Context: an optimization exercise on an open-source flow, tuned for small area, a short achievable clock period and few clock cycles per item. The choices shown serve that exercise and are no tape-out recipe. In this exercise RTL edits were held to simulation tests only and were not proved equivalent to the original.

==> flow/design.v <==
`timescale 1ns / 1ps
module MedianFilter(
    input reset,
    input enable,
    input CLK,
	 input Nxt_block_sig,
    input [7:0]height,
    input [7:0]width,
    input [8:0]data,
	 output [8:0]data_out,
    output [15:0]index,
    output [7:0]addr_x0,
    output [7:0]addr_y0,
    output [7:0]gdata,
    output Gvector_sig,
	 output reg swmv
    );
reg [2:0]state;
reg [2:0]next_state;
parameter idle = 3'd0;
parameter cout = 3'd1;
parameter gen = 3'd2;
parameter mfgen = 3'd3;
parameter waiting = 3'd4;
reg cout_fin; 
reg halt;
reg gen_fin; 
reg mfgen_start;
reg mfgen_fin;
assign addr_x0 = center_x;
assign addr_y0 = center_y;
assign gdata = swmv  ? medfilt_data : idata;
assign Gvector_sig = (state == waiting);
always @(posedge CLK or posedge reset)
	begin
		if (reset)
			state <= idle;
		else
			state <= next_state;
	end
always @(*)
	begin
		case (state)
			idle :
				begin
					if (enable == 1'b1) 
						next_state <= cout;
					else	
						next_state <= idle;
				end
			cout :
				begin
					if (cout_fin)
						next_state <= gen;
					else
						next_state <= cout;
				end
			gen :
				if (gen_fin && mfgen_start)
					next_state <= mfgen;
				else if (gen_fin)
					next_state <= waiting;
				else 
					next_state <= gen;
			mfgen :
				if (mfgen_fin)
					next_state <= waiting;
				else
					next_state <= mfgen;
			waiting :
				begin
					if (Nxt_block_sig && halt)
						next_state <= idle;
					else if (Nxt_block_sig)
						next_state <= cout;
					else
						next_state <= waiting;
				end
			default :
				next_state <= idle;
		endcase
	end
reg [7:0]center_x;  
reg [7:0]center_y;
reg [1:0]c0;
always @(posedge CLK)
	begin
		if (state == idle)
			begin
				cout_fin <= 1'b0;
				center_x <= 8'd0;
				center_y <= 8'd1;
				c0 <= 1'd0;
				halt <= 0;
			end
		else if(state == cout) 
			begin
				case (c0)
					2'd0 : 
						begin
							c0 <= 1'd1;
							if(center_x == width)
								begin
									center_x <= 8'd1;
									center_y <= center_y + 8'd1;
								end
							else
								center_x <= center_x + 8'd1;
							cout_fin <= 1'b1;
						end
					2'd1 :
						begin
							c0 <= 2'd0;
							cout_fin <= 1'b0;
							halt <= (center_x == width && center_y == height);
						end
				endcase
			end
	end
reg [8:0]idata;
reg data_fin;
reg [1:0]dataState;
reg rise;
parameter s0 = 2'd0;
parameter s1 = 2'd1;
parameter s2 = 2'd2;
assign index = swmv?(addr_y0-1)*width + addr_x0-1:(addr_row-1)*width + addr_col-1; 
assign data_out = medfilt_data;
always @(posedge CLK or posedge reset)
	begin
		if (reset)
			begin
				idata <= 9'd0;
				data_fin <= 1'b0;
				dataState <= s0;
				swmv <= 1'b0;
			end
		else
			case (dataState)
				s0 :
					begin
						if ( state == gen && data_call )
							begin
								swmv <= 1'b0;
								if (addr_col < 8'b1 
								|| addr_col > width 
								|| addr_row < 8'b1 
								|| addr_row >height ) 
									begin
										idata <= 9'd0;
										data_fin <= 1'b1;
										dataState <= s2;
									end
								else
									begin
										dataState <= s1;
									end
							end
						else if ( mfgen_fin )
							begin
								idata <= medfilt_data;
								dataState <= s1;
								swmv <= 1'b1;
							end
						else
							dataState <= s0;
					end
				s1 :
					begin
						swmv <= 1'b0;
						if( data_call ) 
							begin
								idata <= data;
								data_fin <= 1'b1;
							end
						dataState <= s2;
					end
				s2 :
					begin
						swmv <= 1'b0;
						data_fin <= 1'b0;
						dataState <= s0;
					end
			endcase
	end
reg [4:0]c1;
reg [7:0]addr_col;
reg [7:0]addr_row;
reg data_call;
reg [3:0]nncounter;
reg [8:0]r_data[0:7];
parameter endstate = 5'd10;
always @(posedge CLK)
	begin
		if (state == idle)
			begin
				gen_fin <= 1'b0;
				mfgen_start <= 1'b0;
				c1 <= 5'd0;
				data_call <= 1'b0;
				addr_col <= 8'd0;
				addr_row <= 8'd0;
				nncounter <= 4'd0;
			end
		else if(state == gen)
			begin
				case (c1)
					5'd0 :
						begin
							c1 <= c1 + 5'd1;	
							gen_fin <= 1'b0;
							mfgen_start <= 1'b0;
							addr_col <= center_x;
							addr_row <= center_y;
							data_call <= 1'b1;
							nncounter <= 4'd0;;
						end
					5'd1 :
						if (data_fin)
							begin
								if (idata[8]==1'b1) 
									begin
										c1 <= c1 + 5'd1;
										addr_col <= center_x - 8'd1;
										addr_row <= center_y - 8'd1;
										data_call <= 1'b1;
									end
								else
									begin
										gen_fin <= 1'b1;
										data_call <= 1'b0;
										c1 <= 5'd10;
									end
							end
					5'd2 :
						if (data_fin)
							begin
								c1 <= c1 + 5'd1;
								addr_col <= center_x;
								data_call <= 1'b1;
								if (idata[8]!=1'b1) 
									begin
										r_data[nncounter] <= idata;
										nncounter <= nncounter + 4'd1;
									end
							end
					5'd3 :
						if (data_fin)
							begin
								c1 <= c1 + 5'd1;
								addr_col <= center_x + 8'd1;
								data_call <= 1'b1;
								if (idata[8]!=1'b1) 
									begin
										r_data[nncounter] <= idata;
										nncounter <= nncounter + 4'd1;
									end
							end
					5'd4 :
						if (data_fin)
							begin
								c1 <= c1 + 5'd1;
								addr_col <= center_x - 8'd1;
								addr_row <= center_y;
								data_call <= 1'b1;
								if (idata[8]!=1'b1) 
									begin
										r_data[nncounter] <= idata;
										nncounter <= nncounter + 4'd1;
									end
							end
					5'd5 :
						if (data_fin)
							begin
								c1 <= c1 + 5'd1;
								addr_col <= center_x + 8'd1;
								data_call <= 1'b1;
								if (idata[8]!=1'b1) 
									begin
										r_data[nncounter] <= idata;
										nncounter <= nncounter + 4'd1;
									end
							end
					5'd6 :
						if (data_fin)
							begin
								c1 <= c1 + 5'd1;
								addr_col <= center_x - 8'd1;
								addr_row <= center_y + 8'd1;
								data_call <= 1'b1;
								if (idata[8]!=1'b1) 
									begin
										r_data[nncounter] <= idata;
										nncounter <= nncounter + 4'd1;
									end
							end
					5'd7 :
						if (data_fin)
							begin
								c1 <= c1 + 5'd1;
								addr_col <= center_x;
								data_call <= 1'b1;
								if (idata[8]!=1'b1) 
									begin
										r_data[nncounter] <= idata;
										nncounter <= nncounter + 4'd1;
									end
							end
					5'd8 :
						if (data_fin)
							begin
								c1 <= c1 + 5'd1;
								addr_col <= center_x + 8'd1;
								data_call <= 1'b1;
								if (idata[8]!=1'b1) 
									begin
										r_data[nncounter] <= idata;
										nncounter <= nncounter + 4'd1;
									end
							end
					5'd9 :
						if (data_fin)
							begin
								gen_fin <= 1'b1; 
								mfgen_start <= 1'b1;
								c1 <= c1 + 5'd1;
								data_call <= 1'b0;
								if (idata[8]!=1'b1) 
									begin
										r_data[nncounter] <= idata;
										nncounter <= nncounter + 4'd1;
									end
							end
					5'd10 :
						begin
							c1 <= 5'd0;
							gen_fin <= 1'b0;
							mfgen_start <= 1'b0;
						end
				endcase
			end
	end
reg [8:0]tmp_data[0:8];
reg [3:0]c2;
reg [8:0]medfilt_data;
always @(posedge CLK)
	begin
		if (state == idle)
			begin
				c2 <= 4'd0;
				mfgen_fin <= 1'b0;
			end
		else if(state == mfgen)
			case (c2)
				4'd0 :
					begin
						mfgen_fin <= 1'b0;
						c2 <= c2 + 4'd1;
						tmp_data[0] <= (nncounter>0)?r_data[0]:9'd0;
						tmp_data[1] <= (nncounter>1)?r_data[1]:9'b011111111;
						tmp_data[2] <= (nncounter>2)?r_data[2]:9'd0;
						tmp_data[3] <= (nncounter>3)?r_data[3]:9'b011111111;
						tmp_data[4] <= (nncounter>4)?r_data[4]:9'd0;
						tmp_data[5] <= (nncounter>5)?r_data[5]:9'b011111111;
						tmp_data[6] <= (nncounter>6)?r_data[6]:9'd0;
						tmp_data[7] <= (nncounter>7)?r_data[7]:9'b011111111;
						tmp_data[8] <= 9'd0;
					end
				4'd1 :
					begin
						c2 <= c2 + 4'd1;
						tmp_data[0] <= max(tmp_data[0], tmp_data[1], tmp_data[2]); 
						tmp_data[1] <= max(tmp_data[3], tmp_data[4], tmp_data[5]); 
						tmp_data[2] <= max(tmp_data[6], tmp_data[7], tmp_data[8]);
						tmp_data[3] <= med(tmp_data[0], tmp_data[1], tmp_data[2]); 
						tmp_data[4] <= med(tmp_data[3], tmp_data[4], tmp_data[5]);
						tmp_data[5] <= med(tmp_data[6], tmp_data[7], tmp_data[8]);
						tmp_data[6] <= min(tmp_data[0], tmp_data[1], tmp_data[2]); 
						tmp_data[7] <= min(tmp_data[3], tmp_data[4], tmp_data[5]);
						tmp_data[8] <= min(tmp_data[6], tmp_data[7], tmp_data[8]);
					end
				4'd2 :
					begin
						c2 <= c2 + 4'd1;
						tmp_data[0] <= min(tmp_data[0], tmp_data[1], tmp_data[2]); 
						tmp_data[1] <= med(tmp_data[3], tmp_data[4], tmp_data[5]); 
						tmp_data[2] <= max(tmp_data[6], tmp_data[7], tmp_data[8]);
					end
				4'd3 :
					begin
						c2 <= c2 + 4'd1;
						mfgen_fin <= 1'b1;
						medfilt_data <= med(tmp_data[0], tmp_data[1], tmp_data[2]); 
					end
				4'd4 :
					begin
						c2 <= 4'd0;
						mfgen_fin <= 1'b0;
					end
			endcase
	end
function [7:0] max; 
  input [7:0] a, b, c;
  begin
    max = (((a >= b) ? a : b) >= c ) ?  ((a >= b) ? a : b) : c;
  end
endfunction
function [7:0] med;
  input [7:0] a, b, c;
  begin
     med = a < b ? (b < c ? b : a < c ? c : a) : (b > c ? b : a > c ? c : a);
  end
endfunction
function [7:0] min;
  input [7:0] a, b, c;
  begin
     min= (((a <= b) ? a : b) <= c ) ?  ((a <= b) ? a : b) : c;
  end
endfunction
endmodule
==> flow/run.sh <==
#!/bin/bash
# synth_recipe.tcl (not shown) runs the flow's synth.tcl, then flattens the netlist and writes it again
# the make line also repeats each setting of config.mk as NAME=value (left out here)
make -C /OpenROAD-flow-scripts/flow DESIGN_CONFIG=/design/flow/config.mk WORK_HOME=/design/flow/orfs CLKGATE_MAP_FILE= SYNTH_SCRIPT=/design/flow/synth_recipe.tcl finish
==> flow/config.mk <==
export PLATFORM = sky130hd
export DESIGN_NAME = MedianFilter
export DESIGN_NICKNAME = MedianFilter
export VERILOG_FILES = /design/flow/design.v
export SDC_FILE = /design/flow/constraint.sdc
export NUM_CORES = 4
export LEC_CHECK = 0
export CAP_MARGIN = 20
export CORE_MARGIN = 2
export CORE_UTILIZATION = 40
export PLACE_DENSITY = 0.6
export SLEW_MARGIN = 20
==> flow/constraint.sdc <==
create_clock -name core_clock -period 11.0 [get_ports {CLK}]
set_input_delay 2.2000 -clock core_clock [delete_from_list [all_inputs] [get_ports {CLK}]]
set_output_delay 2.2000 -clock core_clock [all_outputs]
set_load 0.01 [all_outputs]
==> reports/results.txt <==
DR WL/cell -> 19.1 um
Top FF cell, synth -> edfxtp_1
CTS tree -> yes
die area -> 53200 um^2
syn nets -> 2600
Post-synth EDFFs -> 144
Area Overhead vs Synth -> 11.3%
DR vias -> 16300
Critical Path End Type -> primary output
clk_skew -> 0.0263 ns
detailed-routing iteration count for the pre-antenna-repair pass -> 5
Tcrit/Tclk final -> 96.1%
core area -> 51100 um^2
Worst Hold Class -> flop to flop
Worst Max-Slew Pin Slew -> 1.06 ns
Antenna Cells -> 0
syn_area_per_cell -> 9.33 um^2
gpl congestion -> 0.887
pin count of the biggest net entering global routing -> 43
RSZ-0062 raised after global routing -> false
Sink Count -> 211
share of cells above drive strength 1 -> 6.61%
post-synthesis sequential area ratio -> 28.0%
Arrival @ worst endpoint -> 8.38 ns
worst-skew pair later-pin latency -> 0.53 ns
gr busiest metal -> met2
final non-filler cell total -> 2951
Synth cell types -> 77
CTS max path bufs -> 3
Synth Register Bits -> 211
FFs w/ async S/R, synth -> 7.58%
Slew Viols, Final -> 0
clk slew on worst S/H paths -> 0.05 ns
WP data required -> 8.80 ns
Netlist Area Pre-Place -> 20500 um^2
Num CTS Buffers -> 24
DR DRC count -> 0
most frequent cells in the layout -> 288 x inv_1, 238 x ha_1, 192 x nand2_1, 173 x nor2_1, 144 x edfxtp_1
number of port buffers -> 78
Die H -> 231 um
Vias/cell -> 5.52
Max-Slew Margin vs Limit -> 29.6%
Initial Util -> 40.2%
number of routed nets with antenna violations -> 0
Fin Setup TNS -> 0 ns
met1 Usage GRT -> 26.6%
first-pass GRT wire length -> 90800 um
GR Util met2 -> 39.7%
Synth Instances -> 2201
critical-path maximum fanout -> 10
final setup fails -> 0
highest clock rate -> 0.0946 GHz
Syn. warnings -> 2
Total Nets Final -> 2652
HPWL Detailed -> 44700 um
vias in the first global route -> 16700
Die X -> 231 um
Ports -> 80
Rows -> 83
filler cell count -> 4910
initial antenna violation count -> 0
All-Layer GR Usage -> 21.4%
htree depth -> 1
Overflow after GRT -> 0
Iter 0 DRT Violations -> 1103
endpoints failing hold -> 0
Critical Path Start Type -> input port
Final Core Density -> 44.8%
max cap viols -> 0
Post-CTS Repair Setup Buffers -> 0
status -> finished clean
routed wire length -> 56500 um
dpl cells -> 2907
fin crit period -> 10.58 ns
commonest non-fill, non-tap cell in the layout -> inv_1
hold slack -> 0.510 ns
CP Class -> input port to primary output
CTS root buf -> clkbuf_16
met3 Usage GRT -> 2.05%
## cell usage after synthesis (all sizes together), types with 4 or more instances
master / number / share of area, %
inv: 288 / 5.3
ha: 238 / 14
nand2: 192 / 3.5
nor2: 174 / 3.2
edfxtp: 144 / 21
fa: 132 / 13
o21ai: 106 / 2.6
a21oi: 97 / 2.4
mux2: 69 / 3.8
clkbuf: 65 / 1.2
and2: 56 / 1.7
mux2i: 52 / 2.5
xnor2: 52 / 2.2
dfxtp: 51 / 5.0
a21o: 40 / 1.5
nor3: 36 / 0.93
nand4: 32 / 0.97
nand3: 31 / 0.76
nand2b: 29 / 0.88
xor2: 29 / 1.2
o21a: 27 / 0.99
nor2b: 20 / 0.61
o211ai: 20 / 0.76
dfrtp: 16 / 1.9
o221ai: 16 / 0.68
a211oi: 14 / 0.51
o32ai: 12 / 0.51
a221oi: 11 / 0.47
nor4: 11 / 0.33
o22ai: 11 / 0.33
a31oi: 10 / 0.30
and3: 10 / 0.30
a221o: 9 / 0.44
a22o: 9 / 0.38
buf: 9 / 0.19
or3: 8 / 0.25
or2: 7 / 0.21
o22a: 6 / 0.26
a211o: 5 / 0.21
o21bai: 5 / 0.18
o31ai: 5 / 0.18
a32oi: 4 / 0.17
nand3b: 4 / 0.15
o31a: 4 / 0.17
## per-stage QoR
| step | instance area (um^2) | setup slack [ns] |
|---|---|---|
| floorplan | 20500 | 1.60 |
| global placement | 22100 | 0.364 |
| detailed placement | 22100 | 0.287 |
| CTS | 22900 | 0.274 |
| global route | 22900 | 0.0929 |
| finish | 22900 | 0.425 |
## cells by family (layout without fill, tap and decap cells)
| kind of cell | count (synthesis) | after routing | synth area share (%) |
|---|---|---|---|
| flip-flops | 211 | 211 | 28.0 |
| AND/OR/NAND/NOR | 617 | 617 | 14.1 |
| buffers and inverters | 363 | 433 | 6.66 |
| other | 1 | 1 | 0.0183 |
| adder cells (fa/ha/maj) | 370 | 370 | 27.4 |
| XOR/XNOR | 81 | 81 | 3.45 |
| AO/OA/AOI/OAI | 437 | 437 | 14.1 |
| multiplexers | 121 | 121 | 6.32 |
## sequential cells by signal, summed over array words and instances (netlist names), 2 cells and up
register / count
tmp_data: 72
r_data: 64
idata: 9
addr_col: 8
addr_row: 8
center_x: 8
center_y: 8
medfilt_data: 8
c1: 5
c2: 4
nncounter: 4
state: 3
dataState: 2
## worst max-delay path: stages
cell             delay (ns)
clkdlybuf4s50_1        0.68
buf_4                  0.26
nand2_1                0.09
fa_1                   0.53
inv_1                  0.06
fa_1                   0.51
fa_1                   0.44
fa_1                   0.54
inv_1                  0.05
fa_1                   0.49
inv_1                  0.04
ha_1                   0.34
or3_1                  0.33
o21ai_0                0.13
o31ai_1                0.20
o41ai_1                0.43
o21ai_0                0.19
xnor2_1                0.16
mux2i_1                0.13
clkdlybuf4s50_1        0.56
## worst paths after layout
path / end / slack, ns / cells past startpoint / startpoint
setup / recovery: index[15] / 0.42 / 20 / width[1]
hold / removal: halt$_SDFFE_PP0P_ / 0.51 / 2 / halt$_SDFFE_PP0P_
setup reg to reg: tmp_data[1][6]$_DFFE_PP_ / 6.10 / 15 / tmp_data[3][5]$_DFFE_PP_
hold reg to reg: halt$_SDFFE_PP0P_ / 0.51 / 2 / halt$_SDFFE_PP0P_
max in group asynchronous: data_fin$_DFFE_PP0P_ / 8.48 / 2 / reset
min in group asynchronous: idata[2]$_DFFE_PP0P_ / 2.08 / 2 / reset
## final cells by class
class                   instances  area (um^2)  area share, %
flip-flops and latches        211         5750           25.1
clock inverters                13          149          0.651
well taps                     680          851           3.72
multi-input cells            1627        13500           58.9
clock buffers                  31          627           2.74
repair buffers                100          948           4.15
inverters                     289         1080           4.74
## routing by layer
layer,vias up,part of all wire (%)
met3,91,4.1
met1,8012,43
met2,427,51
met4,0,2.4
li1,7768,-
met5,-,0
## what timing repair did
item | 4_1_cts | 5_1_grt
resized for setup | 0 | 3
endpoints found under the setup margin | 0 | 2
hold buffers | 0 | 0
Testbench counts, summed over its fixed seeds: cycles 75,321, blocks 5,411.

-- static timing again, ports no longer ideal --
How much do the figures lean on ideal ports? The routed layout below was timed once more, with nothing changed but the port constraints.
Step 1, drivers: a clkbuf_16 drives CLK and a buf_2 each remaining input, both assumed.
Step 2, shift: input delay + t, output delay - t, t = (earliest + latest rising clock arrival at the registers) / 2. This alone moves slack from input paths to output paths.
Three values: ideal, step 1, step 2; two values: the first two.
t (ns): 0.563
slack for setup (ns): 0.425 / 0.403 / 0.403
latest minus earliest clock arrival (ns): 0.027 / 0.026
cell pins on the clock port's net: 1
After both steps this run still meets setup and hold. For this run, drivers alone change the setup slack by -0.022 ns; drivers and shift together by -0.022 ns.
